Source: an optimization exercise on an open RTL-to-GDS flow (aim: small area, a short achievable clock period and few clock cycles per item). Production flows keep margins and buffers that such runs may drop.
Function was checked by simulation only, so behaviour that the tests miss may differ from the original.
Power is estimated from default activity; no workload was simulated.

**config.mk**
```make
export PLATFORM = sky130hd
export DESIGN_NAME = vs4x400_core
export DESIGN_NICKNAME = vs4x400_core
export VERILOG_FILES = /design/flow/design.v
export SDC_FILE = /design/flow/constraint.sdc
export NUM_CORES = 4
export LEC_CHECK = 0
export CAP_MARGIN = 20
export CORE_MARGIN = 2
export CORE_UTILIZATION = 40
export SLEW_MARGIN = 20
```
**constraint.sdc**
```tcl
create_clock -name core_clock -period 16.0 [get_ports {clk}]
set_input_delay 3.2000 -clock core_clock [delete_from_list [all_inputs] [get_ports {clk}]]
set_output_delay 3.2000 -clock core_clock [all_outputs]
set_load 0.01 [all_outputs]
```
**design.v**
```verilog
module vs4x400_core (
    input clk, input reset,
    input start_search,
    input [9:0] vector_count,
    input [7:0] dim_size,
    output reg [11:0] mem_addr,
    input signed [63:0] mem_data,
    output [31:0] max_score,
    output reg [7:0] winner_id,
    output reg busy
);
    reg fetch;             
    reg first;             
    reg [4:0] krem;        
    reg [8:0] vrem;        
    wire last_word = (krem == 5'd1);
    wire last_vec = (vrem == 9'd1);
    always @(posedge clk or posedge reset) begin
        if (reset) begin
            fetch <= 1'b0;
            mem_addr <= 12'd0;
        end else begin
            fetch <= start_search | (fetch & ~(last_word & last_vec));
            mem_addr <= fetch ? mem_addr + 12'd1 : 12'd0;
        end
    end
    always @(posedge clk) begin
        krem <= (~fetch | last_word) ? dim_size[7:3] : krem - 5'd1;
        vrem <= ~fetch ? vector_count[8:0] : (last_word ? vrem - 9'd1 : vrem);
        first <= ~fetch | last_word;
    end
    reg [63:0] d1;
    wire [47:0] enc0;
    reg [47:0] enc1;
    assign enc0[0] = mem_data[8] ^ 1'b0;
    assign enc0[1] = (mem_data[9] & ~mem_data[8] & ~1'b0) | (~mem_data[9] & mem_data[8] & 1'b0);
    assign enc0[2] = mem_data[9];
    assign enc0[3] = mem_data[10] ^ mem_data[9];
    assign enc0[4] = (mem_data[11] & ~mem_data[10] & ~mem_data[9]) | (~mem_data[11] & mem_data[10] & mem_data[9]);
    assign enc0[5] = mem_data[11];
    assign enc0[6] = mem_data[12] ^ mem_data[11];
    assign enc0[7] = (mem_data[13] & ~mem_data[12] & ~mem_data[11]) | (~mem_data[13] & mem_data[12] & mem_data[11]);
    assign enc0[8] = mem_data[13];
    assign enc0[9] = mem_data[14] ^ mem_data[13];
    assign enc0[10] = (mem_data[15] & ~mem_data[14] & ~mem_data[13]) | (~mem_data[15] & mem_data[14] & mem_data[13]);
    assign enc0[11] = mem_data[15];
    assign enc0[12] = mem_data[24] ^ 1'b0;
    assign enc0[13] = (mem_data[25] & ~mem_data[24] & ~1'b0) | (~mem_data[25] & mem_data[24] & 1'b0);
    assign enc0[14] = mem_data[25];
    assign enc0[15] = mem_data[26] ^ mem_data[25];
    assign enc0[16] = (mem_data[27] & ~mem_data[26] & ~mem_data[25]) | (~mem_data[27] & mem_data[26] & mem_data[25]);
    assign enc0[17] = mem_data[27];
    assign enc0[18] = mem_data[28] ^ mem_data[27];
    assign enc0[19] = (mem_data[29] & ~mem_data[28] & ~mem_data[27]) | (~mem_data[29] & mem_data[28] & mem_data[27]);
    assign enc0[20] = mem_data[29];
    assign enc0[21] = mem_data[30] ^ mem_data[29];
    assign enc0[22] = (mem_data[31] & ~mem_data[30] & ~mem_data[29]) | (~mem_data[31] & mem_data[30] & mem_data[29]);
    assign enc0[23] = mem_data[31];
    assign enc0[24] = mem_data[40] ^ 1'b0;
    assign enc0[25] = (mem_data[41] & ~mem_data[40] & ~1'b0) | (~mem_data[41] & mem_data[40] & 1'b0);
    assign enc0[26] = mem_data[41];
    assign enc0[27] = mem_data[42] ^ mem_data[41];
    assign enc0[28] = (mem_data[43] & ~mem_data[42] & ~mem_data[41]) | (~mem_data[43] & mem_data[42] & mem_data[41]);
    assign enc0[29] = mem_data[43];
    assign enc0[30] = mem_data[44] ^ mem_data[43];
    assign enc0[31] = (mem_data[45] & ~mem_data[44] & ~mem_data[43]) | (~mem_data[45] & mem_data[44] & mem_data[43]);
    assign enc0[32] = mem_data[45];
    assign enc0[33] = mem_data[46] ^ mem_data[45];
    assign enc0[34] = (mem_data[47] & ~mem_data[46] & ~mem_data[45]) | (~mem_data[47] & mem_data[46] & mem_data[45]);
    assign enc0[35] = mem_data[47];
    assign enc0[36] = mem_data[56] ^ 1'b0;
    assign enc0[37] = (mem_data[57] & ~mem_data[56] & ~1'b0) | (~mem_data[57] & mem_data[56] & 1'b0);
    assign enc0[38] = mem_data[57];
    assign enc0[39] = mem_data[58] ^ mem_data[57];
    assign enc0[40] = (mem_data[59] & ~mem_data[58] & ~mem_data[57]) | (~mem_data[59] & mem_data[58] & mem_data[57]);
    assign enc0[41] = mem_data[59];
    assign enc0[42] = mem_data[60] ^ mem_data[59];
    assign enc0[43] = (mem_data[61] & ~mem_data[60] & ~mem_data[59]) | (~mem_data[61] & mem_data[60] & mem_data[59]);
    assign enc0[44] = mem_data[61];
    assign enc0[45] = mem_data[62] ^ mem_data[61];
    assign enc0[46] = (mem_data[63] & ~mem_data[62] & ~mem_data[61]) | (~mem_data[63] & mem_data[62] & mem_data[61]);
    assign enc0[47] = mem_data[63];
    reg f1;                
    reg l1;                
    reg e1;                
    reg [21:0] acc_s, acc_c;
    wire [21:0] as_q = f1 ? 22'd0 : acc_s;
    wire [21:0] ac_q = f1 ? 22'd0 : acc_c;
    wire q1;
    wire q2;
    wire q3;
    wire q4;
    wire q5;
    wire q6;
    wire q7;
    wire q8;
    wire q9;
    wire nb10;
    wire q11;
    wire q12;
    wire q13;
    wire q14;
    wire q15;
    wire q16;
    wire q17;
    wire q18;
    wire q19;
    wire nb20;
    wire q21;
    wire q22;
    wire q23;
    wire q24;
    wire q25;
    wire q26;
    wire q27;
    wire q28;
    wire q29;
    wire nb30;
    wire q31;
    wire q32;
    wire q33;
    wire q34;
    wire q35;
    wire q36;
    wire q37;
    wire q38;
    wire q39;
    wire nb40;
    wire q41;
    wire q42;
    wire q43;
    wire q44;
    wire q45;
    wire q46;
    wire q47;
    wire q48;
    wire q49;
    wire nb50;
    wire q51;
    wire q52;
    wire q53;
    wire q54;
    wire q55;
    wire q56;
    wire q57;
    wire q58;
    wire q59;
    wire nb60;
    wire q61;
    wire q62;
    wire q63;
    wire q64;
    wire q65;
    wire q66;
    wire q67;
    wire q68;
    wire q69;
    wire nb70;
    wire q71;
    wire q72;
    wire q73;
    wire q74;
    wire q75;
    wire q76;
    wire q77;
    wire q78;
    wire q79;
    wire nb80;
    wire q81;
    wire q82;
    wire q83;
    wire q84;
    wire q85;
    wire q86;
    wire q87;
    wire q88;
    wire q89;
    wire nb90;
    wire q91;
    wire q92;
    wire q93;
    wire q94;
    wire q95;
    wire q96;
    wire q97;
    wire q98;
    wire q99;
    wire nb100;
    wire q101;
    wire q102;
    wire q103;
    wire q104;
    wire q105;
    wire q106;
    wire q107;
    wire q108;
    wire q109;
    wire nb110;
    wire q111;
    wire q112;
    wire q113;
    wire q114;
    wire q115;
    wire q116;
    wire q117;
    wire q118;
    wire q119;
    wire nb120;
    wire q121;
    wire q122;
    wire q123;
    wire q124;
    wire q125;
    wire q126;
    wire q127;
    wire q128;
    wire q129;
    wire nb130;
    wire q131;
    wire q132;
    wire q133;
    wire q134;
    wire q135;
    wire q136;
    wire q137;
    wire q138;
    wire q139;
    wire nb140;
    wire q141;
    wire q142;
    wire q143;
    wire q144;
    wire q145;
    wire q146;
    wire q147;
    wire q148;
    wire q149;
    wire nb150;
    wire q151;
    wire q152;
    wire q153;
    wire q154;
    wire q155;
    wire q156;
    wire q157;
    wire q158;
    wire q159;
    wire nb160;
    wire s1;
    wire c1;
    wire s2;
    wire c2;
    wire s3;
    wire c3;
    wire s4;
    wire c4;
    wire s5;
    wire c5;
    wire s6;
    wire c6;
    wire s7;
    wire c7;
    wire s8;
    wire c8;
    wire s9;
    wire c9;
    wire s10;
    wire c10;
    wire s11;
    wire c11;
    wire s12;
    wire c12;
    wire s13;
    wire c13;
    wire s14;
    wire c14;
    wire s15;
    wire c15;
    wire s16;
    wire c16;
    wire s17;
    wire c17;
    wire s18;
    wire c18;
    wire s19;
    wire c19;
    wire s20;
    wire c20;
    wire s21;
    wire c21;
    wire s22;
    wire c22;
    wire s23;
    wire c23;
    wire s24;
    wire c24;
    wire s25;
    wire c25;
    wire s26;
    wire c26;
    wire s27;
    wire c27;
    wire s28;
    wire c28;
    wire s29;
    wire c29;
    wire s30;
    wire c30;
    wire s31;
    wire c31;
    wire s32;
    wire c32;
    wire s33;
    wire c33;
    wire s34;
    wire c34;
    wire s35;
    wire c35;
    wire s36;
    wire c36;
    wire s37;
    wire c37;
    wire s38;
    wire c38;
    wire s39;
    wire c39;
    wire s40;
    wire c40;
    wire s41;
    wire c41;
    wire s42;
    wire c42;
    wire s43;
    wire c43;
    wire s44;
    wire c44;
    wire s45;
    wire c45;
    wire s46;
    wire c46;
    wire s47;
    wire c47;
    wire s48;
    wire c48;
    wire s49;
    wire c49;
    wire s50;
    wire c50;
    wire s51;
    wire c51;
    wire s52;
    wire c52;
    wire s53;
    wire c53;
    wire s54;
    wire c54;
    wire s55;
    wire c55;
    wire s56;
    wire c56;
    wire s57;
    wire c57;
    wire s58;
    wire c58;
    wire s59;
    wire c59;
    wire s60;
    wire c60;
    wire s61;
    wire c61;
    wire s62;
    wire c62;
    wire s63;
    wire c63;
    wire s64;
    wire c64;
    wire s65;
    wire c65;
    wire s66;
    wire c66;
    wire s67;
    wire c67;
    wire s68;
    wire c68;
    wire s69;
    wire c69;
    wire s70;
    wire c70;
    wire s71;
    wire c71;
    wire s72;
    wire c72;
    wire s73;
    wire c73;
    wire s74;
    wire c74;
    wire s75;
    wire c75;
    wire s76;
    wire c76;
    wire s77;
    wire c77;
    wire s78;
    wire c78;
    wire s79;
    wire c79;
    wire s80;
    wire c80;
    wire s81;
    wire c81;
    wire s82;
    wire c82;
    wire s83;
    wire c83;
    wire s84;
    wire c84;
    wire s85;
    wire c85;
    wire s86;
    wire c86;
    wire s87;
    wire c87;
    wire s88;
    wire c88;
    wire s89;
    wire c89;
    wire s90;
    wire c90;
    wire s91;
    wire c91;
    wire s92;
    wire c92;
    wire s93;
    wire c93;
    wire s94;
    wire c94;
    wire s95;
    wire c95;
    wire s96;
    wire c96;
    wire s97;
    wire c97;
    wire s98;
    wire c98;
    wire s99;
    wire c99;
    wire s100;
    wire c100;
    wire s101;
    wire c101;
    wire s102;
    wire c102;
    wire s103;
    wire c103;
    wire s104;
    wire c104;
    wire s105;
    wire c105;
    wire s106;
    wire c106;
    wire s107;
    wire c107;
    wire s108;
    wire c108;
    wire s109;
    wire c109;
    wire s110;
    wire c110;
    wire s111;
    wire c111;
    wire s112;
    wire c112;
    wire s113;
    wire c113;
    wire s114;
    wire c114;
    wire s115;
    wire c115;
    wire s116;
    wire c116;
    wire s117;
    wire c117;
    wire s118;
    wire c118;
    wire s119;
    wire c119;
    wire s120;
    wire c120;
    wire s121;
    wire c121;
    wire s122;
    wire c122;
    wire s123;
    wire c123;
    wire s124;
    wire c124;
    wire s125;
    wire c125;
    wire s126;
    wire c126;
    wire s127;
    wire c127;
    wire s128;
    wire c128;
    wire s129;
    wire c129;
    wire s130;
    wire c130;
    wire s131;
    wire c131;
    wire s132;
    wire c132;
    wire s133;
    wire c133;
    wire s134;
    wire c134;
    wire s135;
    wire c135;
    wire s136;
    wire c136;
    wire s137;
    wire c137;
    wire s138;
    wire c138;
    wire s139;
    wire c139;
    wire s140;
    wire c140;
    wire s141;
    wire c141;
    wire s142;
    wire c142;
    wire s143;
    wire c143;
    wire s144;
    wire c144;
    wire s145;
    wire c145;
    wire s146;
    wire c146;
    wire s147;
    wire c147;
    wire s148;
    wire c148;
    wire s149;
    wire c149;
    wire s150;
    wire c150;
    wire s151;
    wire c151;
    wire s152;
    wire c152;
    wire s153;
    wire c153;
    wire s154;
    wire c154;
    wire s155;
    wire c155;
    wire s156;
    wire c156;
    wire s157;
    wire c157;
    wire s158;
    wire c158;
    wire s159;
    wire c159;
    wire s160;
    wire c160;
    wire s161;
    wire c161;
    wire s162;
    wire c162;
    wire s163;
    wire c163;
    wire s164;
    wire c164;
    wire s165;
    wire c165;
    wire s166;
    wire c166;
    wire s167;
    wire c167;
    wire s168;
    wire c168;
    wire s169;
    wire c169;
    wire s170;
    wire c170;
    wire s171;
    wire c171;
    wire s172;
    wire c172;
    wire s173;
    wire c173;
    wire s174;
    wire c174;
    wire s175;
    wire c175;
    wire s176;
    wire c176;
    assign q1 = (enc1[0] & d1[0]) ^ enc1[2];
    assign q2 = ((enc1[0] & d1[1]) | (enc1[1] & d1[0])) ^ enc1[2];
    assign q3 = ((enc1[0] & d1[2]) | (enc1[1] & d1[1])) ^ enc1[2];
    assign q4 = ((enc1[0] & d1[3]) | (enc1[1] & d1[2])) ^ enc1[2];
    assign q5 = ((enc1[0] & d1[4]) | (enc1[1] & d1[3])) ^ enc1[2];
    assign q6 = ((enc1[0] & d1[5]) | (enc1[1] & d1[4])) ^ enc1[2];
    assign q7 = ((enc1[0] & d1[6]) | (enc1[1] & d1[5])) ^ enc1[2];
    assign q8 = ((enc1[0] & d1[7]) | (enc1[1] & d1[6])) ^ enc1[2];
    assign q9 = ((enc1[0] & d1[7]) | (enc1[1] & d1[7])) ^ enc1[2];
    assign nb10 = ~q9;
    assign q11 = (enc1[3] & d1[0]) ^ enc1[5];
    assign q12 = ((enc1[3] & d1[1]) | (enc1[4] & d1[0])) ^ enc1[5];
    assign q13 = ((enc1[3] & d1[2]) | (enc1[4] & d1[1])) ^ enc1[5];
    assign q14 = ((enc1[3] & d1[3]) | (enc1[4] & d1[2])) ^ enc1[5];
    assign q15 = ((enc1[3] & d1[4]) | (enc1[4] & d1[3])) ^ enc1[5];
    assign q16 = ((enc1[3] & d1[5]) | (enc1[4] & d1[4])) ^ enc1[5];
    assign q17 = ((enc1[3] & d1[6]) | (enc1[4] & d1[5])) ^ enc1[5];
    assign q18 = ((enc1[3] & d1[7]) | (enc1[4] & d1[6])) ^ enc1[5];
    assign q19 = ((enc1[3] & d1[7]) | (enc1[4] & d1[7])) ^ enc1[5];
    assign nb20 = ~q19;
    assign q21 = (enc1[6] & d1[0]) ^ enc1[8];
    assign q22 = ((enc1[6] & d1[1]) | (enc1[7] & d1[0])) ^ enc1[8];
    assign q23 = ((enc1[6] & d1[2]) | (enc1[7] & d1[1])) ^ enc1[8];
    assign q24 = ((enc1[6] & d1[3]) | (enc1[7] & d1[2])) ^ enc1[8];
    assign q25 = ((enc1[6] & d1[4]) | (enc1[7] & d1[3])) ^ enc1[8];
    assign q26 = ((enc1[6] & d1[5]) | (enc1[7] & d1[4])) ^ enc1[8];
    assign q27 = ((enc1[6] & d1[6]) | (enc1[7] & d1[5])) ^ enc1[8];
    assign q28 = ((enc1[6] & d1[7]) | (enc1[7] & d1[6])) ^ enc1[8];
    assign q29 = ((enc1[6] & d1[7]) | (enc1[7] & d1[7])) ^ enc1[8];
    assign nb30 = ~q29;
    assign q31 = (enc1[9] & d1[0]) ^ enc1[11];
    assign q32 = ((enc1[9] & d1[1]) | (enc1[10] & d1[0])) ^ enc1[11];
    assign q33 = ((enc1[9] & d1[2]) | (enc1[10] & d1[1])) ^ enc1[11];
    assign q34 = ((enc1[9] & d1[3]) | (enc1[10] & d1[2])) ^ enc1[11];
    assign q35 = ((enc1[9] & d1[4]) | (enc1[10] & d1[3])) ^ enc1[11];
    assign q36 = ((enc1[9] & d1[5]) | (enc1[10] & d1[4])) ^ enc1[11];
    assign q37 = ((enc1[9] & d1[6]) | (enc1[10] & d1[5])) ^ enc1[11];
    assign q38 = ((enc1[9] & d1[7]) | (enc1[10] & d1[6])) ^ enc1[11];
    assign q39 = ((enc1[9] & d1[7]) | (enc1[10] & d1[7])) ^ enc1[11];
    assign nb40 = ~q39;
    assign q41 = (enc1[12] & d1[16]) ^ enc1[14];
    assign q42 = ((enc1[12] & d1[17]) | (enc1[13] & d1[16])) ^ enc1[14];
    assign q43 = ((enc1[12] & d1[18]) | (enc1[13] & d1[17])) ^ enc1[14];
    assign q44 = ((enc1[12] & d1[19]) | (enc1[13] & d1[18])) ^ enc1[14];
    assign q45 = ((enc1[12] & d1[20]) | (enc1[13] & d1[19])) ^ enc1[14];
    assign q46 = ((enc1[12] & d1[21]) | (enc1[13] & d1[20])) ^ enc1[14];
    assign q47 = ((enc1[12] & d1[22]) | (enc1[13] & d1[21])) ^ enc1[14];
    assign q48 = ((enc1[12] & d1[23]) | (enc1[13] & d1[22])) ^ enc1[14];
    assign q49 = ((enc1[12] & d1[23]) | (enc1[13] & d1[23])) ^ enc1[14];
    assign nb50 = ~q49;
    assign q51 = (enc1[15] & d1[16]) ^ enc1[17];
    assign q52 = ((enc1[15] & d1[17]) | (enc1[16] & d1[16])) ^ enc1[17];
    assign q53 = ((enc1[15] & d1[18]) | (enc1[16] & d1[17])) ^ enc1[17];
    assign q54 = ((enc1[15] & d1[19]) | (enc1[16] & d1[18])) ^ enc1[17];
    assign q55 = ((enc1[15] & d1[20]) | (enc1[16] & d1[19])) ^ enc1[17];
    assign q56 = ((enc1[15] & d1[21]) | (enc1[16] & d1[20])) ^ enc1[17];
    assign q57 = ((enc1[15] & d1[22]) | (enc1[16] & d1[21])) ^ enc1[17];
    assign q58 = ((enc1[15] & d1[23]) | (enc1[16] & d1[22])) ^ enc1[17];
    assign q59 = ((enc1[15] & d1[23]) | (enc1[16] & d1[23])) ^ enc1[17];
    assign nb60 = ~q59;
    assign q61 = (enc1[18] & d1[16]) ^ enc1[20];
    assign q62 = ((enc1[18] & d1[17]) | (enc1[19] & d1[16])) ^ enc1[20];
    assign q63 = ((enc1[18] & d1[18]) | (enc1[19] & d1[17])) ^ enc1[20];
    assign q64 = ((enc1[18] & d1[19]) | (enc1[19] & d1[18])) ^ enc1[20];
    assign q65 = ((enc1[18] & d1[20]) | (enc1[19] & d1[19])) ^ enc1[20];
    assign q66 = ((enc1[18] & d1[21]) | (enc1[19] & d1[20])) ^ enc1[20];
    assign q67 = ((enc1[18] & d1[22]) | (enc1[19] & d1[21])) ^ enc1[20];
    assign q68 = ((enc1[18] & d1[23]) | (enc1[19] & d1[22])) ^ enc1[20];
    assign q69 = ((enc1[18] & d1[23]) | (enc1[19] & d1[23])) ^ enc1[20];
    assign nb70 = ~q69;
    assign q71 = (enc1[21] & d1[16]) ^ enc1[23];
    assign q72 = ((enc1[21] & d1[17]) | (enc1[22] & d1[16])) ^ enc1[23];
    assign q73 = ((enc1[21] & d1[18]) | (enc1[22] & d1[17])) ^ enc1[23];
    assign q74 = ((enc1[21] & d1[19]) | (enc1[22] & d1[18])) ^ enc1[23];
    assign q75 = ((enc1[21] & d1[20]) | (enc1[22] & d1[19])) ^ enc1[23];
    assign q76 = ((enc1[21] & d1[21]) | (enc1[22] & d1[20])) ^ enc1[23];
    assign q77 = ((enc1[21] & d1[22]) | (enc1[22] & d1[21])) ^ enc1[23];
    assign q78 = ((enc1[21] & d1[23]) | (enc1[22] & d1[22])) ^ enc1[23];
    assign q79 = ((enc1[21] & d1[23]) | (enc1[22] & d1[23])) ^ enc1[23];
    assign nb80 = ~q79;
    assign q81 = (enc1[24] & d1[32]) ^ enc1[26];
    assign q82 = ((enc1[24] & d1[33]) | (enc1[25] & d1[32])) ^ enc1[26];
    assign q83 = ((enc1[24] & d1[34]) | (enc1[25] & d1[33])) ^ enc1[26];
    assign q84 = ((enc1[24] & d1[35]) | (enc1[25] & d1[34])) ^ enc1[26];
    assign q85 = ((enc1[24] & d1[36]) | (enc1[25] & d1[35])) ^ enc1[26];
    assign q86 = ((enc1[24] & d1[37]) | (enc1[25] & d1[36])) ^ enc1[26];
    assign q87 = ((enc1[24] & d1[38]) | (enc1[25] & d1[37])) ^ enc1[26];
    assign q88 = ((enc1[24] & d1[39]) | (enc1[25] & d1[38])) ^ enc1[26];
    assign q89 = ((enc1[24] & d1[39]) | (enc1[25] & d1[39])) ^ enc1[26];
    assign nb90 = ~q89;
    assign q91 = (enc1[27] & d1[32]) ^ enc1[29];
    assign q92 = ((enc1[27] & d1[33]) | (enc1[28] & d1[32])) ^ enc1[29];
    assign q93 = ((enc1[27] & d1[34]) | (enc1[28] & d1[33])) ^ enc1[29];
    assign q94 = ((enc1[27] & d1[35]) | (enc1[28] & d1[34])) ^ enc1[29];
    assign q95 = ((enc1[27] & d1[36]) | (enc1[28] & d1[35])) ^ enc1[29];
    assign q96 = ((enc1[27] & d1[37]) | (enc1[28] & d1[36])) ^ enc1[29];
    assign q97 = ((enc1[27] & d1[38]) | (enc1[28] & d1[37])) ^ enc1[29];
    assign q98 = ((enc1[27] & d1[39]) | (enc1[28] & d1[38])) ^ enc1[29];
    assign q99 = ((enc1[27] & d1[39]) | (enc1[28] & d1[39])) ^ enc1[29];
    assign nb100 = ~q99;
    assign q101 = (enc1[30] & d1[32]) ^ enc1[32];
    assign q102 = ((enc1[30] & d1[33]) | (enc1[31] & d1[32])) ^ enc1[32];
    assign q103 = ((enc1[30] & d1[34]) | (enc1[31] & d1[33])) ^ enc1[32];
    assign q104 = ((enc1[30] & d1[35]) | (enc1[31] & d1[34])) ^ enc1[32];
    assign q105 = ((enc1[30] & d1[36]) | (enc1[31] & d1[35])) ^ enc1[32];
    assign q106 = ((enc1[30] & d1[37]) | (enc1[31] & d1[36])) ^ enc1[32];
    assign q107 = ((enc1[30] & d1[38]) | (enc1[31] & d1[37])) ^ enc1[32];
    assign q108 = ((enc1[30] & d1[39]) | (enc1[31] & d1[38])) ^ enc1[32];
    assign q109 = ((enc1[30] & d1[39]) | (enc1[31] & d1[39])) ^ enc1[32];
    assign nb110 = ~q109;
    assign q111 = (enc1[33] & d1[32]) ^ enc1[35];
    assign q112 = ((enc1[33] & d1[33]) | (enc1[34] & d1[32])) ^ enc1[35];
    assign q113 = ((enc1[33] & d1[34]) | (enc1[34] & d1[33])) ^ enc1[35];
    assign q114 = ((enc1[33] & d1[35]) | (enc1[34] & d1[34])) ^ enc1[35];
    assign q115 = ((enc1[33] & d1[36]) | (enc1[34] & d1[35])) ^ enc1[35];
    assign q116 = ((enc1[33] & d1[37]) | (enc1[34] & d1[36])) ^ enc1[35];
    assign q117 = ((enc1[33] & d1[38]) | (enc1[34] & d1[37])) ^ enc1[35];
    assign q118 = ((enc1[33] & d1[39]) | (enc1[34] & d1[38])) ^ enc1[35];
    assign q119 = ((enc1[33] & d1[39]) | (enc1[34] & d1[39])) ^ enc1[35];
    assign nb120 = ~q119;
    assign q121 = (enc1[36] & d1[48]) ^ enc1[38];
    assign q122 = ((enc1[36] & d1[49]) | (enc1[37] & d1[48])) ^ enc1[38];
    assign q123 = ((enc1[36] & d1[50]) | (enc1[37] & d1[49])) ^ enc1[38];
    assign q124 = ((enc1[36] & d1[51]) | (enc1[37] & d1[50])) ^ enc1[38];
    assign q125 = ((enc1[36] & d1[52]) | (enc1[37] & d1[51])) ^ enc1[38];
    assign q126 = ((enc1[36] & d1[53]) | (enc1[37] & d1[52])) ^ enc1[38];
    assign q127 = ((enc1[36] & d1[54]) | (enc1[37] & d1[53])) ^ enc1[38];
    assign q128 = ((enc1[36] & d1[55]) | (enc1[37] & d1[54])) ^ enc1[38];
    assign q129 = ((enc1[36] & d1[55]) | (enc1[37] & d1[55])) ^ enc1[38];
    assign nb130 = ~q129;
    assign q131 = (enc1[39] & d1[48]) ^ enc1[41];
    assign q132 = ((enc1[39] & d1[49]) | (enc1[40] & d1[48])) ^ enc1[41];
    assign q133 = ((enc1[39] & d1[50]) | (enc1[40] & d1[49])) ^ enc1[41];
    assign q134 = ((enc1[39] & d1[51]) | (enc1[40] & d1[50])) ^ enc1[41];
    assign q135 = ((enc1[39] & d1[52]) | (enc1[40] & d1[51])) ^ enc1[41];
    assign q136 = ((enc1[39] & d1[53]) | (enc1[40] & d1[52])) ^ enc1[41];
    assign q137 = ((enc1[39] & d1[54]) | (enc1[40] & d1[53])) ^ enc1[41];
    assign q138 = ((enc1[39] & d1[55]) | (enc1[40] & d1[54])) ^ enc1[41];
    assign q139 = ((enc1[39] & d1[55]) | (enc1[40] & d1[55])) ^ enc1[41];
    assign nb140 = ~q139;
    assign q141 = (enc1[42] & d1[48]) ^ enc1[44];
    assign q142 = ((enc1[42] & d1[49]) | (enc1[43] & d1[48])) ^ enc1[44];
    assign q143 = ((enc1[42] & d1[50]) | (enc1[43] & d1[49])) ^ enc1[44];
    assign q144 = ((enc1[42] & d1[51]) | (enc1[43] & d1[50])) ^ enc1[44];
    assign q145 = ((enc1[42] & d1[52]) | (enc1[43] & d1[51])) ^ enc1[44];
    assign q146 = ((enc1[42] & d1[53]) | (enc1[43] & d1[52])) ^ enc1[44];
    assign q147 = ((enc1[42] & d1[54]) | (enc1[43] & d1[53])) ^ enc1[44];
    assign q148 = ((enc1[42] & d1[55]) | (enc1[43] & d1[54])) ^ enc1[44];
    assign q149 = ((enc1[42] & d1[55]) | (enc1[43] & d1[55])) ^ enc1[44];
    assign nb150 = ~q149;
    assign q151 = (enc1[45] & d1[48]) ^ enc1[47];
    assign q152 = ((enc1[45] & d1[49]) | (enc1[46] & d1[48])) ^ enc1[47];
    assign q153 = ((enc1[45] & d1[50]) | (enc1[46] & d1[49])) ^ enc1[47];
    assign q154 = ((enc1[45] & d1[51]) | (enc1[46] & d1[50])) ^ enc1[47];
    assign q155 = ((enc1[45] & d1[52]) | (enc1[46] & d1[51])) ^ enc1[47];
    assign q156 = ((enc1[45] & d1[53]) | (enc1[46] & d1[52])) ^ enc1[47];
    assign q157 = ((enc1[45] & d1[54]) | (enc1[46] & d1[53])) ^ enc1[47];
    assign q158 = ((enc1[45] & d1[55]) | (enc1[46] & d1[54])) ^ enc1[47];
    assign q159 = ((enc1[45] & d1[55]) | (enc1[46] & d1[55])) ^ enc1[47];
    assign nb160 = ~q159;
    assign s1 = enc1[2] ^ enc1[14] ^ enc1[26];
    assign c1 = (enc1[2] & enc1[14]) | (enc1[26] & (enc1[2] ^ enc1[14]));
    assign s2 = enc1[38] ^ as_q[0] ^ ac_q[0];
    assign c2 = (enc1[38] & as_q[0]) | (ac_q[0] & (enc1[38] ^ as_q[0]));
    assign s3 = q1 ^ q41 ^ q81;
    assign c3 = (q1 & q41) | (q81 & (q1 ^ q41));
    assign s4 = q121 ^ s1 ^ s2;
    assign c4 = (q121 & s1) | (s2 & (q121 ^ s1));
    assign s5 = as_q[1] ^ ac_q[1] ^ q2;
    assign c5 = (as_q[1] & ac_q[1]) | (q2 & (as_q[1] ^ ac_q[1]));
    assign s6 = q42 ^ q82 ^ q122;
    assign c6 = (q42 & q82) | (q122 & (q42 ^ q82));
    assign s7 = c1 ^ c2 ^ c3;
    assign c7 = (c1 & c2) | (c3 & (c1 ^ c2));
    assign s8 = c4 ^ s5 ^ s6;
    assign c8 = (c4 & s5) | (s6 & (c4 ^ s5));
    assign s9 = enc1[5] ^ enc1[17] ^ enc1[29];
    assign c9 = (enc1[5] & enc1[17]) | (enc1[29] & (enc1[5] ^ enc1[17]));
    assign s10 = enc1[41] ^ as_q[2] ^ ac_q[2];
    assign c10 = (enc1[41] & as_q[2]) | (ac_q[2] & (enc1[41] ^ as_q[2]));
    assign s11 = q3 ^ q11 ^ q43;
    assign c11 = (q3 & q11) | (q43 & (q3 ^ q11));
    assign s12 = q51 ^ q83 ^ q91;
    assign c12 = (q51 & q83) | (q91 & (q51 ^ q83));
    assign s13 = q123 ^ q131 ^ s9;
    assign c13 = (q123 & q131) | (s9 & (q123 ^ q131));
    assign s14 = s10 ^ c5 ^ c6;
    assign c14 = (s10 & c5) | (c6 & (s10 ^ c5));
    assign s15 = s11 ^ s12 ^ s13;
    assign c15 = (s11 & s12) | (s13 & (s11 ^ s12));
    assign s16 = c7 ^ c8 ^ s14;
    assign c16 = (c7 & c8) | (s14 & (c7 ^ c8));
    assign s17 = as_q[3] ^ ac_q[3] ^ q4;
    assign c17 = (as_q[3] & ac_q[3]) | (q4 & (as_q[3] ^ ac_q[3]));
    assign s18 = q12 ^ q44 ^ q52;
    assign c18 = (q12 & q44) | (q52 & (q12 ^ q44));
    assign s19 = q84 ^ q92 ^ q124;
    assign c19 = (q84 & q92) | (q124 & (q84 ^ q92));
    assign s20 = q132 ^ c9 ^ c10;
    assign c20 = (q132 & c9) | (c10 & (q132 ^ c9));
    assign s21 = c11 ^ c12 ^ c13;
    assign c21 = (c11 & c12) | (c13 & (c11 ^ c12));
    assign s22 = s17 ^ s18 ^ s19;
    assign c22 = (s17 & s18) | (s19 & (s17 ^ s18));
    assign s23 = s20 ^ c14 ^ c15;
    assign c23 = (s20 & c14) | (c15 & (s20 ^ c14));
    assign s24 = s21 ^ s22 ^ c16;
    assign c24 = (s21 & s22) | (c16 & (s21 ^ s22));
    assign s25 = enc1[8] ^ enc1[20] ^ enc1[32];
    assign c25 = (enc1[8] & enc1[20]) | (enc1[32] & (enc1[8] ^ enc1[20]));
    assign s26 = enc1[44] ^ as_q[4] ^ ac_q[4];
    assign c26 = (enc1[44] & as_q[4]) | (ac_q[4] & (enc1[44] ^ as_q[4]));
    assign s27 = q5 ^ q13 ^ q21;
    assign c27 = (q5 & q13) | (q21 & (q5 ^ q13));
    assign s28 = q45 ^ q53 ^ q61;
    assign c28 = (q45 & q53) | (q61 & (q45 ^ q53));
    assign s29 = q85 ^ q93 ^ q101;
    assign c29 = (q85 & q93) | (q101 & (q85 ^ q93));
    assign s30 = q125 ^ q133 ^ q141;
    assign c30 = (q125 & q133) | (q141 & (q125 ^ q133));
    assign s31 = s25 ^ s26 ^ c17;
    assign c31 = (s25 & s26) | (c17 & (s25 ^ s26));
    assign s32 = c18 ^ c19 ^ c20;
    assign c32 = (c18 & c19) | (c20 & (c18 ^ c19));
    assign s33 = s27 ^ s28 ^ s29;
    assign c33 = (s27 & s28) | (s29 & (s27 ^ s28));
    assign s34 = s30 ^ c21 ^ c22;
    assign c34 = (s30 & c21) | (c22 & (s30 ^ c21));
    assign s35 = s31 ^ s32 ^ s33;
    assign c35 = (s31 & s32) | (s33 & (s31 ^ s32));
    assign s36 = c23 ^ s34 ^ s35;
    assign c36 = (c23 & s34) | (s35 & (c23 ^ s34));
    assign s37 = as_q[5] ^ ac_q[5] ^ q6;
    assign c37 = (as_q[5] & ac_q[5]) | (q6 & (as_q[5] ^ ac_q[5]));
    assign s38 = q14 ^ q22 ^ q46;
    assign c38 = (q14 & q22) | (q46 & (q14 ^ q22));
    assign s39 = q54 ^ q62 ^ q86;
    assign c39 = (q54 & q62) | (q86 & (q54 ^ q62));
    assign s40 = q94 ^ q102 ^ q126;
    assign c40 = (q94 & q102) | (q126 & (q94 ^ q102));
    assign s41 = q134 ^ q142 ^ c25;
    assign c41 = (q134 & q142) | (c25 & (q134 ^ q142));
    assign s42 = c26 ^ c27 ^ c28;
    assign c42 = (c26 & c27) | (c28 & (c26 ^ c27));
    assign s43 = c29 ^ c30 ^ s37;
    assign c43 = (c29 & c30) | (s37 & (c29 ^ c30));
    assign s44 = s38 ^ s39 ^ s40;
    assign c44 = (s38 & s39) | (s40 & (s38 ^ s39));
    assign s45 = s41 ^ c31 ^ c32;
    assign c45 = (s41 & c31) | (c32 & (s41 ^ c31));
    assign s46 = c33 ^ s42 ^ s43;
    assign c46 = (c33 & s42) | (s43 & (c33 ^ s42));
    assign s47 = s44 ^ c34 ^ c35;
    assign c47 = (s44 & c34) | (c35 & (s44 ^ c34));
    assign s48 = s45 ^ s46 ^ c36;
    assign c48 = (s45 & s46) | (c36 & (s45 ^ s46));
    assign s49 = enc1[11] ^ enc1[23] ^ enc1[35];
    assign c49 = (enc1[11] & enc1[23]) | (enc1[35] & (enc1[11] ^ enc1[23]));
    assign s50 = enc1[47] ^ as_q[6] ^ ac_q[6];
    assign c50 = (enc1[47] & as_q[6]) | (ac_q[6] & (enc1[47] ^ as_q[6]));
    assign s51 = q7 ^ q15 ^ q23;
    assign c51 = (q7 & q15) | (q23 & (q7 ^ q15));
    assign s52 = q31 ^ q47 ^ q55;
    assign c52 = (q31 & q47) | (q55 & (q31 ^ q47));
    assign s53 = q63 ^ q71 ^ q87;
    assign c53 = (q63 & q71) | (q87 & (q63 ^ q71));
    assign s54 = q95 ^ q103 ^ q111;
    assign c54 = (q95 & q103) | (q111 & (q95 ^ q103));
    assign s55 = q127 ^ q135 ^ q143;
    assign c55 = (q127 & q135) | (q143 & (q127 ^ q135));
    assign s56 = q151 ^ s49 ^ s50;
    assign c56 = (q151 & s49) | (s50 & (q151 ^ s49));
    assign s57 = c37 ^ c38 ^ c39;
    assign c57 = (c37 & c38) | (c39 & (c37 ^ c38));
    assign s58 = c40 ^ c41 ^ s51;
    assign c58 = (c40 & c41) | (s51 & (c40 ^ c41));
    assign s59 = s52 ^ s53 ^ s54;
    assign c59 = (s52 & s53) | (s54 & (s52 ^ s53));
    assign s60 = s55 ^ s56 ^ c42;
    assign c60 = (s55 & s56) | (c42 & (s55 ^ s56));
    assign s61 = c43 ^ c44 ^ s57;
    assign c61 = (c43 & c44) | (s57 & (c43 ^ c44));
    assign s62 = s58 ^ s59 ^ c45;
    assign c62 = (s58 & s59) | (c45 & (s58 ^ s59));
    assign s63 = c46 ^ s60 ^ s61;
    assign c63 = (c46 & s60) | (s61 & (c46 ^ s60));
    assign s64 = c47 ^ s62 ^ s63;
    assign c64 = (c47 & s62) | (s63 & (c47 ^ s62));
    assign s65 = as_q[7] ^ ac_q[7] ^ q8;
    assign c65 = (as_q[7] & ac_q[7]) | (q8 & (as_q[7] ^ ac_q[7]));
    assign s66 = q16 ^ q24 ^ q32;
    assign c66 = (q16 & q24) | (q32 & (q16 ^ q24));
    assign s67 = q48 ^ q56 ^ q64;
    assign c67 = (q48 & q56) | (q64 & (q48 ^ q56));
    assign s68 = q72 ^ q88 ^ q96;
    assign c68 = (q72 & q88) | (q96 & (q72 ^ q88));
    assign s69 = q104 ^ q112 ^ q128;
    assign c69 = (q104 & q112) | (q128 & (q104 ^ q112));
    assign s70 = q136 ^ q144 ^ q152;
    assign c70 = (q136 & q144) | (q152 & (q136 ^ q144));
    assign s71 = c49 ^ c50 ^ c51;
    assign c71 = (c49 & c50) | (c51 & (c49 ^ c50));
    assign s72 = c52 ^ c53 ^ c54;
    assign c72 = (c52 & c53) | (c54 & (c52 ^ c53));
    assign s73 = c55 ^ c56 ^ s65;
    assign c73 = (c55 & c56) | (s65 & (c55 ^ c56));
    assign s74 = s66 ^ s67 ^ s68;
    assign c74 = (s66 & s67) | (s68 & (s66 ^ s67));
    assign s75 = s69 ^ s70 ^ c57;
    assign c75 = (s69 & s70) | (c57 & (s69 ^ s70));
    assign s76 = c58 ^ c59 ^ s71;
    assign c76 = (c58 & c59) | (s71 & (c58 ^ c59));
    assign s77 = s72 ^ s73 ^ s74;
    assign c77 = (s72 & s73) | (s74 & (s72 ^ s73));
    assign s78 = c60 ^ c61 ^ s75;
    assign c78 = (c60 & c61) | (s75 & (c60 ^ c61));
    assign s79 = s76 ^ s77 ^ c62;
    assign c79 = (s76 & s77) | (c62 & (s76 ^ s77));
    assign s80 = c63 ^ s78 ^ c64;
    assign c80 = (c63 & s78) | (c64 & (c63 ^ s78));
    assign s81 = as_q[8] ^ ac_q[8] ^ nb10;
    assign c81 = (as_q[8] & ac_q[8]) | (nb10 & (as_q[8] ^ ac_q[8]));
    assign s82 = q17 ^ q25 ^ q33;
    assign c82 = (q17 & q25) | (q33 & (q17 ^ q25));
    assign s83 = nb50 ^ q57 ^ q65;
    assign c83 = (nb50 & q57) | (q65 & (nb50 ^ q57));
    assign s84 = q73 ^ nb90 ^ q97;
    assign c84 = (q73 & nb90) | (q97 & (q73 ^ nb90));
    assign s85 = q105 ^ q113 ^ nb130;
    assign c85 = (q105 & q113) | (nb130 & (q105 ^ q113));
    assign s86 = q137 ^ q145 ^ q153;
    assign c86 = (q137 & q145) | (q153 & (q137 ^ q145));
    assign s87 = c65 ^ c66 ^ c67;
    assign c87 = (c65 & c66) | (c67 & (c65 ^ c66));
    assign s88 = c68 ^ c69 ^ c70;
    assign c88 = (c68 & c69) | (c70 & (c68 ^ c69));
    assign s89 = s81 ^ s82 ^ s83;
    assign c89 = (s81 & s82) | (s83 & (s81 ^ s82));
    assign s90 = s84 ^ s85 ^ s86;
    assign c90 = (s84 & s85) | (s86 & (s84 ^ s85));
    assign s91 = c71 ^ c72 ^ c73;
    assign c91 = (c71 & c72) | (c73 & (c71 ^ c72));
    assign s92 = c74 ^ s87 ^ s88;
    assign c92 = (c74 & s87) | (s88 & (c74 ^ s87));
    assign s93 = s89 ^ s90 ^ c75;
    assign c93 = (s89 & s90) | (c75 & (s89 ^ s90));
    assign s94 = c76 ^ c77 ^ s91;
    assign c94 = (c76 & c77) | (s91 & (c76 ^ c77));
    assign s95 = s92 ^ c78 ^ s93;
    assign c95 = (s92 & c78) | (s93 & (s92 ^ c78));
    assign s96 = s94 ^ c79 ^ s95;
    assign c96 = (s94 & c79) | (s95 & (s94 ^ c79));
    assign s97 = as_q[9] ^ ac_q[9] ^ q18;
    assign c97 = (as_q[9] & ac_q[9]) | (q18 & (as_q[9] ^ ac_q[9]));
    assign s98 = q26 ^ q34 ^ q58;
    assign c98 = (q26 & q34) | (q58 & (q26 ^ q34));
    assign s99 = q66 ^ q74 ^ q98;
    assign c99 = (q66 & q74) | (q98 & (q66 ^ q74));
    assign s100 = q106 ^ q114 ^ q138;
    assign c100 = (q106 & q114) | (q138 & (q106 ^ q114));
    assign s101 = q146 ^ q154 ^ c81;
    assign c101 = (q146 & q154) | (c81 & (q146 ^ q154));
    assign s102 = c82 ^ c83 ^ c84;
    assign c102 = (c82 & c83) | (c84 & (c82 ^ c83));
    assign s103 = c85 ^ c86 ^ s97;
    assign c103 = (c85 & c86) | (s97 & (c85 ^ c86));
    assign s104 = s98 ^ s99 ^ s100;
    assign c104 = (s98 & s99) | (s100 & (s98 ^ s99));
    assign s105 = c87 ^ c88 ^ c89;
    assign c105 = (c87 & c88) | (c89 & (c87 ^ c88));
    assign s106 = c90 ^ s101 ^ s102;
    assign c106 = (c90 & s101) | (s102 & (c90 ^ s101));
    assign s107 = s103 ^ s104 ^ c91;
    assign c107 = (s103 & s104) | (c91 & (s103 ^ s104));
    assign s108 = c92 ^ s105 ^ s106;
    assign c108 = (c92 & s105) | (s106 & (c92 ^ s105));
    assign s109 = c93 ^ c94 ^ s107;
    assign c109 = (c93 & c94) | (s107 & (c93 ^ c94));
    assign s110 = s108 ^ c95 ^ s109;
    assign c110 = (s108 & c95) | (s109 & (s108 ^ c95));
    assign s111 = 1'b1 ^ as_q[10] ^ ac_q[10];
    assign c111 = (1'b1 & as_q[10]) | (ac_q[10] & (1'b1 ^ as_q[10]));
    assign s112 = nb20 ^ q27 ^ q35;
    assign c112 = (nb20 & q27) | (q35 & (nb20 ^ q27));
    assign s113 = nb60 ^ q67 ^ q75;
    assign c113 = (nb60 & q67) | (q75 & (nb60 ^ q67));
    assign s114 = nb100 ^ q107 ^ q115;
    assign c114 = (nb100 & q107) | (q115 & (nb100 ^ q107));
    assign s115 = nb140 ^ q147 ^ q155;
    assign c115 = (nb140 & q147) | (q155 & (nb140 ^ q147));
    assign s116 = s111 ^ c97 ^ c98;
    assign c116 = (s111 & c97) | (c98 & (s111 ^ c97));
    assign s117 = c99 ^ c100 ^ s112;
    assign c117 = (c99 & c100) | (s112 & (c99 ^ c100));
    assign s118 = s113 ^ s114 ^ s115;
    assign c118 = (s113 & s114) | (s115 & (s113 ^ s114));
    assign s119 = c101 ^ c102 ^ c103;
    assign c119 = (c101 & c102) | (c103 & (c101 ^ c102));
    assign s120 = c104 ^ s116 ^ s117;
    assign c120 = (c104 & s116) | (s117 & (c104 ^ s116));
    assign s121 = s118 ^ c105 ^ c106;
    assign c121 = (s118 & c105) | (c106 & (s118 ^ c105));
    assign s122 = s119 ^ s120 ^ c107;
    assign c122 = (s119 & s120) | (c107 & (s119 ^ s120));
    assign s123 = c108 ^ s121 ^ c109;
    assign c123 = (c108 & s121) | (c109 & (c108 ^ s121));
    assign s124 = s122 ^ c110 ^ s123;
    assign c124 = (s122 & c110) | (s123 & (s122 ^ c110));
    assign s125 = 1'b1 ^ as_q[11] ^ ac_q[11];
    assign c125 = (1'b1 & as_q[11]) | (ac_q[11] & (1'b1 ^ as_q[11]));
    assign s126 = q28 ^ q36 ^ q68;
    assign c126 = (q28 & q36) | (q68 & (q28 ^ q36));
    assign s127 = q76 ^ q108 ^ q116;
    assign c127 = (q76 & q108) | (q116 & (q76 ^ q108));
    assign s128 = q148 ^ q156 ^ c111;
    assign c128 = (q148 & q156) | (c111 & (q148 ^ q156));
    assign s129 = s125 ^ c112 ^ c113;
    assign c129 = (s125 & c112) | (c113 & (s125 ^ c112));
    assign s130 = c114 ^ c115 ^ s126;
    assign c130 = (c114 & c115) | (s126 & (c114 ^ c115));
    assign s131 = s127 ^ s128 ^ c116;
    assign c131 = (s127 & s128) | (c116 & (s127 ^ s128));
    assign s132 = c117 ^ c118 ^ s129;
    assign c132 = (c117 & c118) | (s129 & (c117 ^ c118));
    assign s133 = s130 ^ c119 ^ c120;
    assign c133 = (s130 & c119) | (c120 & (s130 ^ c119));
    assign s134 = s131 ^ s132 ^ c121;
    assign c134 = (s131 & s132) | (c121 & (s131 ^ s132));
    assign s135 = s133 ^ c122 ^ s134;
    assign c135 = (s133 & c122) | (s134 & (s133 ^ c122));
    assign s136 = c123 ^ s135;
    assign c136 = c123 & s135;
    assign s137 = as_q[12] ^ ac_q[12] ^ nb30;
    assign c137 = (as_q[12] & ac_q[12]) | (nb30 & (as_q[12] ^ ac_q[12]));
    assign s138 = q37 ^ nb70 ^ q77;
    assign c138 = (q37 & nb70) | (q77 & (q37 ^ nb70));
    assign s139 = nb110 ^ q117 ^ nb150;
    assign c139 = (nb110 & q117) | (nb150 & (nb110 ^ q117));
    assign s140 = q157 ^ c125 ^ c126;
    assign c140 = (q157 & c125) | (c126 & (q157 ^ c125));
    assign s141 = c127 ^ c128 ^ s137;
    assign c141 = (c127 & c128) | (s137 & (c127 ^ c128));
    assign s142 = s138 ^ s139 ^ c129;
    assign c142 = (s138 & s139) | (c129 & (s138 ^ s139));
    assign s143 = c130 ^ s140 ^ s141;
    assign c143 = (c130 & s140) | (s141 & (c130 ^ s140));
    assign s144 = c131 ^ c132 ^ s142;
    assign c144 = (c131 & c132) | (s142 & (c131 ^ c132));
    assign s145 = s143 ^ c133 ^ s144;
    assign c145 = (s143 & c133) | (s144 & (s143 ^ c133));
    assign s146 = c134 ^ s145 ^ c135;
    assign c146 = (c134 & s145) | (c135 & (c134 ^ s145));
    assign s147 = 1'b1 ^ as_q[13] ^ ac_q[13];
    assign c147 = (1'b1 & as_q[13]) | (ac_q[13] & (1'b1 ^ as_q[13]));
    assign s148 = q38 ^ q78 ^ q118;
    assign c148 = (q38 & q78) | (q118 & (q38 ^ q78));
    assign s149 = q158 ^ s147 ^ c137;
    assign c149 = (q158 & s147) | (c137 & (q158 ^ s147));
    assign s150 = c138 ^ c139 ^ s148;
    assign c150 = (c138 & c139) | (s148 & (c138 ^ c139));
    assign s151 = c140 ^ c141 ^ s149;
    assign c151 = (c140 & c141) | (s149 & (c140 ^ c141));
    assign s152 = s150 ^ c142 ^ c143;
    assign c152 = (s150 & c142) | (c143 & (s150 ^ c142));
    assign s153 = s151 ^ c144 ^ s152;
    assign c153 = (s151 & c144) | (s152 & (s151 ^ c144));
    assign s154 = c145 ^ s153;
    assign c154 = c145 & s153;
    assign s155 = as_q[14] ^ ac_q[14] ^ nb40;
    assign c155 = (as_q[14] & ac_q[14]) | (nb40 & (as_q[14] ^ ac_q[14]));
    assign s156 = nb80 ^ nb120 ^ nb160;
    assign c156 = (nb80 & nb120) | (nb160 & (nb80 ^ nb120));
    assign s157 = c147 ^ c148 ^ s155;
    assign c157 = (c147 & c148) | (s155 & (c147 ^ c148));
    assign s158 = s156 ^ c149 ^ c150;
    assign c158 = (s156 & c149) | (c150 & (s156 ^ c149));
    assign s159 = s157 ^ c151 ^ s158;
    assign c159 = (s157 & c151) | (s158 & (s157 ^ c151));
    assign s160 = c152 ^ s159 ^ c153;
    assign c160 = (c152 & s159) | (c153 & (c152 ^ s159));
    assign s161 = 1'b1 ^ as_q[15] ^ ac_q[15];
    assign c161 = (1'b1 & as_q[15]) | (ac_q[15] & (1'b1 ^ as_q[15]));
    assign s162 = s161 ^ c155 ^ c156;
    assign c162 = (s161 & c155) | (c156 & (s161 ^ c155));
    assign s163 = c157 ^ s162 ^ c158;
    assign c163 = (c157 & s162) | (c158 & (c157 ^ s162));
    assign s164 = c159 ^ s163 ^ c160;
    assign c164 = (c159 & s163) | (c160 & (c159 ^ s163));
    assign s165 = as_q[16] ^ ac_q[16] ^ c161;
    assign c165 = (as_q[16] & ac_q[16]) | (c161 & (as_q[16] ^ ac_q[16]));
    assign s166 = s165 ^ c162 ^ c163;
    assign c166 = (s165 & c162) | (c163 & (s165 ^ c162));
    assign s167 = 1'b1 ^ as_q[17] ^ ac_q[17];
    assign c167 = (1'b1 & as_q[17]) | (ac_q[17] & (1'b1 ^ as_q[17]));
    assign s168 = s167 ^ c165 ^ c166;
    assign c168 = (s167 & c165) | (c166 & (s167 ^ c165));
    assign s169 = 1'b1 ^ as_q[18] ^ ac_q[18];
    assign c169 = (1'b1 & as_q[18]) | (ac_q[18] & (1'b1 ^ as_q[18]));
    assign s170 = c167 ^ s169 ^ c168;
    assign c170 = (c167 & s169) | (c168 & (c167 ^ s169));
    assign s171 = 1'b1 ^ as_q[19] ^ ac_q[19];
    assign c171 = (1'b1 & as_q[19]) | (ac_q[19] & (1'b1 ^ as_q[19]));
    assign s172 = c169 ^ s171;
    assign c172 = c169 & s171;
    assign s173 = 1'b1 ^ as_q[20] ^ ac_q[20];
    assign c173 = (1'b1 & as_q[20]) | (ac_q[20] & (1'b1 ^ as_q[20]));
    assign s174 = c171 ^ s173 ^ c172;
    assign c174 = (c171 & s173) | (c172 & (c171 ^ s173));
    assign s175 = 1'b1 ^ as_q[21] ^ ac_q[21];
    assign c175 = (1'b1 & as_q[21]) | (ac_q[21] & (1'b1 ^ as_q[21]));
    assign s176 = c173 ^ s175 ^ c174;
    assign c176 = (c173 & s175) | (c174 & (c173 ^ s175));
    wire [21:0] acc_s_d = {s176, s174, s172, s170, s168, s166, s164, c154, s154, c136, c124, s124, c96, c80, s79, c48, s47, c24, s23, s15, s7, s3};
    wire [21:0] acc_c_d = {1'b0, 1'b0, c170, 1'b0, 1'b0, c164, 1'b0, s160, c146, s146, s136, 1'b0, s110, s96, s80, s64, s48, s36, s24, s16, s8, s4};
    always @(posedge clk or posedge reset) begin
        if (reset) begin
            l1 <= 1'b0;
            e1 <= 1'b0;
        end else begin
            l1 <= fetch & last_word;
            e1 <= fetch & last_word & last_vec;
        end
    end
    always @(posedge clk) begin
        d1 <= mem_data;
        enc1 <= enc0;
        f1 <= first;
        acc_s <= acc_s_d;
        acc_c <= acc_c_d;
    end
    reg d2;                
    reg e2;                
    reg firstv;            
    reg [7:0] vid;         
    reg [21:0] best;
    reg best31;
    wire signed [21:0] score = acc_s + acc_c;
    wire take = d2 & (firstv | (score > $signed(best)));
    always @(posedge clk or posedge reset) begin
        if (reset) begin
            d2 <= 1'b0;
            e2 <= 1'b0;
            busy <= 1'b0;
            best <= 22'd1;
            best31 <= 1'b1;
            winner_id <= 8'hFF;
        end else begin
            d2 <= l1;
            e2 <= e1;
            busy <= start_search | (busy & ~e2);
            if (take) begin
                best <= score;
                best31 <= score[21];
                winner_id <= vid;
            end
        end
    end
    always @(posedge clk) begin
        firstv <= ~busy | (firstv & ~d2);
        vid <= ~busy ? 8'd0 : vid + {7'd0, d2};
    end
    assign max_score = {best31, {9{best[21]}}, best};
endmodule
```
**flow/run.sh**
```bash
#!/bin/bash
# The standard layout (standard synthesis unchanged), with two changes to how the layout is
# made: every port still gets a buffer, but outputs get buf_4 and inputs buf_1 instead of the
# delay buffer buffer_ports picks by default (flow/ports.tcl); and the resizer's repair aims for setup slack
# below the clock period. Each tool's output is in orfs/logs; make's output in standard.log.
set -euo pipefail
here=$(pwd)
bash standard.sh \
  PRE_GLOBAL_PLACE_TCL="$here/flow/ports.tcl" \
  SETUP_SLACK_MARGIN=11.5 \
  finish > standard.log 2>&1
```
**flow/ports.tcl**
```tcl
# Sourced before global placement (PRE_GLOBAL_PLACE_TCL). global_place.tcl then calls
# buffer_ports; this wraps it so that every port still gets a buffer, but inputs get buf_1 and
# outputs buf_4 instead of the delay buffer buffer_ports picks by default.
rename buffer_ports my_std_buffer_ports
proc buffer_ports {args} {
  my_std_buffer_ports -inputs -buffer_cell sky130_fd_sc_hd__buf_1
  my_std_buffer_ports -outputs -buffer_cell sky130_fd_sc_hd__buf_4
}
```
**standard.sh**
```bash
#!/bin/bash
# synth_recipe.tcl (not shown) runs the flow's synth.tcl, then flattens the netlist and writes it again
# the make line also repeats each setting of config.mk as NAME=value (left out here)
make -C /OpenROAD-flow-scripts/flow DESIGN_CONFIG=/design/flow/config.mk WORK_HOME=/design/flow/orfs CLKGATE_MAP_FILE= SYNTH_SCRIPT=/design/flow/synth_recipe.tcl "${@:-finish}"
```
==> results of run 1 <==
-- logic make-up after synthesis --
family | Yosys count | share of synthesized area
and+or+nand+nor | 230 | 0.0851
muxes | 24 | 0.0188
xor gates and xnor gates | 192 | 0.118
AOI/OAI and AO/OA | 264 | 0.129
adders and majority gates | 215 | 0.275
buffers and inverters | 292 | 0.0807
DFF | 192 | 0.294
-- state kept, by name, summed over array words and instances, names as in the netlist, 5 cells and up --
name,count
enc1,48
d1,32
acc_s,22
best,22
acc_c,16
mem_addr,12
vrem,9
vid,8
winner_id,8
krem,5
-- final cells by class --
| class | instances | share of cell area |
|---|---|---|
| multi-input combinational | 927 | 0.565 |
| sequential | 192 | 0.263 |
| timing repair buffer | 140 | 0.0497 |
| inverter | 200 | 0.0472 |
| tap | 461 | 0.0361 |
| clock buffer | 17 | 0.0266 |
| clock inverter | 15 | 0.0121 |
-- routing by layer --
| metal | share of wire | track usage | vias up | wire (um) |
|---|---|---|---|---|
| li1 | - | - | 4715 | - |
| met1 | 0.46 | 0.258 | 4782 | 15500 |
| met2 | 0.46 | 0.295 | 240 | 15500 |
| met3 | 0.054 | 0.0387 | 38 | 1820 |
| met4 | 0.024 | 0.0622 | 0 | 813 |
| met5 | 0 | 0 | - | 0 |
-- metrics by stage --
stage               cells   util  instance area, sq um  setup slack (ns)  hold slack [ns]
floorplan            1409      -                 14300             11.64            0.310
global placement     1912  0.429                 15200             11.05            0.312
detailed placement   1912  0.429                 15200             11.09            0.314
CTS                  1948  0.449                 15800             11.50            0.333
global route         1952  0.452                 16000             11.47            0.335
finish               1952  0.452                 16000             11.60            0.330
-- cell usage after synthesis (6+ instances only) --
cell      count  area [sq um]
nor3_1        9          45.0
clkbuf_1     78           293
fa_1        164          3280
o21ai_0      51           255
a21oi_1      32           160
nand3b_1     13          97.6
a31oi_1       7          43.8
and2_1       10          62.6
edfxtp_1      9           270
nand3_1      15          75.1
a211oi_1     11          82.6
nor2_1       45           169
and3_1        6          37.5
nand2_1      48           180
nand2b_1     39           244
nand4_1       7          43.8
a22oi_1     113           848
dfstp_2      10           263
inv_2         6          22.5
xor2_1       67           587
mux2_2       22           248
nor2b_1      18           113
inv_1       191           717
o31ai_1       8          60.1
dfrtp_1      39           976
dfxtp_1     134          2680
xnor2_1     125          1090
ha_1         51           638
a21o_1       13          97.6
buf_4        11          82.6
-- final timing paths --
check | endpoint | slack [ns] | cells after the start
worst max-delay path | max_score[21] | 11.60 | 1
worst min-delay path | f1 | 0.33 | 0
worst max register to register | acc_s[10] | 11.60 | 10
worst min register to register | f1 | 0.33 | 0
max in group asynchronous | best[3] | 12.59 | 2
min in group asynchronous | mem_addr[9] | 2.89 | 2
-- timing repair --
item,4_1_cts,5_1_grt
resized for setup,5,19
cloned,1,2
pin swaps,4,7
buffers inserted,3,2
endpoints found under the hold margin,0,0
setup endpoints to repair,32,32
-- power by group through the flow --
stage	registers [W]	logic, W	clock network (W)
6_report	0.000796	0.00288	0.000440
5_1_grt	0.000814	0.00340	0.000473
4_1_cts	0.000794	0.00288	0.000455
3_5_place_dp	0.000804	0.00285	0
3_3_place_gp	0.000800	0.00277	0
2_1_floorplan	0.000766	0.00214	0
==> out/metrics.cfg, run 1 <==
[timing]
tns_ns = 0
finalSetupViolCount = 0
relSlewSlack = 0.404
fin_skew_ns = 0.00958
report.final.slew_viol_count = 0
worstMarginPinSlew_ns = 0.893
fmax_ghz = 0.227
period_minus_slack_ns = 4.40
rsz0062_at_grt = no
final_hold_viol_count = 0
period_share = 0.275

[layout]
n_antenna_cell = 0
drive_above_1_share = 0.111
synthToLayoutAreaGrowth_pct = 11.9
multi_input_area_sq_um = 9030
fill_cells = 3387
regArea_sq_um = 4200
mostFrequentLayoutCells = inv_1 (190), fa_1 (162), dfxtp_1 (131)
mostFrequentLayoutCell = inv_1
nNetsFinal = 1778

[power_and_ir_drop]
p_switching_w = 0.00194
power_leakage_nw = 6.82
cellPowerDensity_nw_per_um2 = 258
clkPwrFrac = 0.107
irDropWorstVdd_v = 0.000162
p_sw_frac = 0.472
p_seq_frac = 0.193
intPower_w = 0.00217
p_total_w = 0.00412
pwr-share-comb = 0.700

[synth]
synth_seq_area_share = 0.294
yosysWarnings = 1
synth-async-reset-ratio = 0.255
postSynthCellCount = 1409
yosysUniqueCellTypes = 61
syn_avg_cell_area_sq_um = 10.1
synth_edf_count = 9
syn-cell-area_sq_um = 14300
synth_ff_type = dfxtp_1
synth.ff_latch_count = 192
synth_nets = 1709

[place]
io_buffers = 133
hpwlAfterDp_um = 26900
gp_congestion = 0.955

[outcome]
status = timing/DRC/antenna clean

[flow_run]
cap_violations = 0

[detailed_routing]
postRouteAntennaNets = 0
drt_iter0_drc = 610
wl_per_cell_um = 17.2
first_pass_iters = 5
drc = 0
vias_per_cell = 5.01
vias = 9775
routed_wirelength_um = 33600

[grt]
antenna_found_initial = 0
gr-usage-all-layers = 0.188
grt-ovfl-total = 0
grt_pass1_vias = 9695
grt_pass1_wl_um = 52900
grt_max_degree = 50

[floorplan]
dieWidth_um = 193
dieArea_sq_um = 37200
start_util = 0.404
rows = 69
fp.dieH_um = 193
ioPinCount = 138
core_area_sq_um = 35300

[worst_hold_path]
hp-class = reg2reg
worstHoldStart = first

[worst_setup_path]
critPathMaxFanout = 12
r2r_start = enc1[29]
slowest_stage = dfrtp_1
cp_cell_sequence = buf_4
cp_slowest_stage_delay_ns = 0.56
required_ns = 12.80
crit_start = best[21]
crit_family = flip-flops
crit_path_end_kind = primary output
cp.arrival_ns = 1.20
path_class = reg2out
critPathLaunchType = register
crit_buf_inv = 1

[clock_tree]
cts_buffers = 17
cts_tree = built
ctsHoldBuffers = 0
root_buffer = clkbuf_16
h-tree-depth = 4
cts_buffer_depth = 2
cts.clk_slew.worst_paths_ns = 0.07
clk_latency_ns = 0.45
cts.sinks = 192

Testbench counts, summed over its fixed seeds: cycles 76,099, words 75,811.
==> inputs of run 2 (changes only) <==
--- a/flow/run.sh
+++ b/flow/run.sh
@@ -7,5 +7,5 @@
 here=$(pwd)
 bash standard.sh \
   PRE_GLOBAL_PLACE_TCL="$here/flow/ports.tcl" \
-  SETUP_SLACK_MARGIN=11.5 \
+  SETUP_SLACK_MARGIN=11.7 \
   finish > standard.log 2>&1
--- a/config.mk
+++ b/config.mk
@@ -7,5 +7,5 @@
 export LEC_CHECK = 0
 export CAP_MARGIN = 20
 export CORE_MARGIN = 2
-export CORE_UTILIZATION = 40
+export CORE_UTILIZATION = 55
 export SLEW_MARGIN = 20
==> run 2 against run 1 <==
Against the previous run:
- maximum frequency rose by 2.8%
- sequential cell count stayed put
- critical path depth unchanged
- hold slack improved by 0.022 ns
- largest cell class unchanged
- worst setup slack improved by 0.12 ns
- first-iteration DRC count up 0.16%
==> out/metrics.cfg, run 2 <==
[power_and_ir_drop]
irDropWorstVdd_v = 0.000188
cellPowerDensity_nw_per_um2 = 259
power_leakage_nw = 7.01

[clock_tree]
ctsHoldBuffers = 0
cts.clk_slew.worst_paths_ns = 0.08
root_buffer = clkbuf_16
cts_tree = built
h-tree-depth = 4
cts_buffers = 17
cts.sinks = 192
clk_latency_ns = 0.44
cts_buffer_depth = 2

[floorplan]
fp.dieH_um = 165
rows = 58
ioPinCount = 138
dieArea_sq_um = 27200
dieWidth_um = 165
core_area_sq_um = 25300
start_util = 0.563

[layout]
n_antenna_cell = 0
synthToLayoutAreaGrowth_pct = 13.9
largest_registers = enc1 (48), d1 (32)
final_area_sq_um = 16300
final_cells = 1837
nNetsFinal = 1794
mostFrequentLayoutCells = inv_1 (188), fa_1 (159), xnor2_1 (123)
drive_above_1_share = 0.159
top_register = enc1
largest_reg_flops = 48
mostFrequentLayoutCell = inv_1
fill_cells = 2130

[timing]
fmax_ghz = 0.233
hold_slack_ns = 0.352
rsz0062_at_grt = yes
tns_ns = 0
worstMarginPinSlew_ns = 0.803
period_minus_slack_ns = 4.29
final_hold_viol_count = 0
report.final.slew_viol_count = 0
relSlewSlack = 0.461
fin_skew_ns = 0.0157
period_share = 0.268
finalSetupViolCount = 0

[grt]
grt_max_degree = 32
antenna_found_initial = 0
grt_pass1_wl_um = 52700
grt_pass1_vias = 9782
gr-usage-all-layers = 0.258
grt-ovfl-total = 0

[synth]
yosysWarnings = 1
synth-async-reset-ratio = 0.255
synth_top_cell_by_area = fa_1
postSynthCellCount = 1409
synth_xor_area_frac = 0.118
synthTopCellsByCount = inv_1 (191), fa_1 (164), dfxtp_1 (134), xnor2_1 (125), a22oi_1 (113)
synth_nets = 1709
yosysUniqueCellTypes = 61
netlist_top_cells_area = fa_1 (23%), dfxtp_1 (19%), xnor2_1 (7.7%)
yosysMostFrequentCell = inv_1
synth_top_area_share = 0.230
synth.ff_latch_count = 192
synth-simple-area-share = 0.0851
synth_seq_area_share = 0.294
syn_avg_cell_area_sq_um = 10.1
synth_top_family_by_area = adder cells
synth_ff_type = dfxtp_1
synth_adder_area_share = 0.275
synth_mux_area_frac = 0.0188
synth-compound-area-share = 0.129
syn-cell-area_sq_um = 14300
synth_edf_count = 9

[detailed_routing]
postRouteAntennaNets = 0
wl_per_cell_um = 18.2
first_pass_iters = 6
routed_wirelength_um = 33500
drc = 0
vias_per_cell = 5.36
drt_iter0_drc = 611
vias = 9839

[place]
dpl.cell_count = 1782
hpwlAfterDp_um = 26600
io_buffers = 133
gp_congestion = 0.941
place_area_sq_um = 15000

[worst_setup_path]
crit_buf_inv = 1
crit_path_end_kind = primary output
cp_slowest_stage_delay_ns = 0.55
reg2reg_to = best[14]
crit_cells = 1
r2r_start = acc_c[4]
required_ns = 12.80
path_class = reg2out
rr_worst_depth = 16
cp_cell_sequence = buf_6
critPathLaunchType = register
cp.arrival_ns = 1.09
critPathMaxFanout = 2
crit_family = flip-flops
reg2reg_slack_ns = 11.77
slowest_stage = dfstp_2

[outcome]
status = timing/DRC/antenna clean

[worst_hold_path]
min_path_cells = 0
hp-class = reg2reg
worstHoldStart = first
whs_endpoint = f1

[flow_run]
cap_violations = 0

-- run 2: cell counts after synthesis --
Identical to the previous run, type by type.
-- run 2: layer usage --
layer / up-vias / part of all wire / global-route usage
li1: 4750 / - / -
met1: 4741 / 0.45 / 0.361
met2: 298 / 0.45 / 0.402
met3: 50 / 0.070 / 0.0569
met4: 0 / 0.027 / 0.0775
met5: - / 0 / 0
-- run 2: area by class of cell --
cell class	count	area (sq um)	share of cell area
clock buffer	17	425	0.0262
clock inverter	15	186	0.0115
inverter	200	758	0.0467
timing repair buffer	157	1020	0.0628
tap	330	413	0.0254
multi-input combinational	926	9200	0.566
sequential	192	4250	0.261
-- run 2: power breakdown --
group	internal (W)	leakage, nW	switching (W)
Clock	0.000226	0.300	0.000213
Combinational	0.00133	4.93	0.00163
Sequential	0.000681	1.78	0.000119
-- run 2: worst max-delay path by stage --
stage                      start      endpoint  slack, ns
global placement        acc_s[4]      best[16]      11.02
detailed placement      acc_s[4]       best[6]      10.99
finish              winner_id[1]  winner_id[1]      11.71
global route            acc_s[0]      best[14]      11.64
CTS                     acc_s[4]       best[6]      11.69
floorplan                     f1     acc_s[10]      11.79
-- run 2: stage by stage --
step                      setup slack (ns)  power [W]  utilization
after CTS                            11.69    0.00413        0.627
after detailed placement             10.99    0.00360        0.593
after global routing                 11.64    0.00480        0.642
after floorplan                      11.79    0.00290            -
final                                11.71    0.00421        0.642
after global placement               11.02    0.00352        0.592
-- run 2: kinds of logic (layout without fill, tap and decap cells) --
kind of cell	count (synthesis)	after routing
AOI/OAI and AO/OA	264	265
xor gates and xnor gates	192	192
adders and majority gates	215	215
buffers and inverters	292	389
DFF	192	192
muxes	24	24
and+or+nand+nor	230	230
-- run 2: timing repair --
item,CTS,global route
pin swaps,12,26
cloned,2,1
resized for setup,37,73
setup endpoints to repair,53,59
buffers inserted,9,11

[separate check: timing with driven ports]
The flow's constraints put no driver on any port. The routed layouts listed below were extracted and timed again, unchanged, in two steps.
Step 1, drivers: a clkbuf_16 drives clk and a buf_2 each remaining input, both assumed.
Step 2 adds t to the input delays and takes it off the output delays; t is the mean of the earliest and latest rising clock arrival at the registers after step 1. Input paths then give back, and output paths get back, about the clock's delay inside the block.
a / b / c = ideal ports / drivers / drivers and shift; a / b = the first two.
run	t (ns)	setup slack, ns	pins driven straight from the clock port
run 1	0.494	11.596 / 11.548 / 11.600	1
run 2	0.482	11.714 / 11.666 / 11.768	1
After both steps every run listed still meets setup and hold.
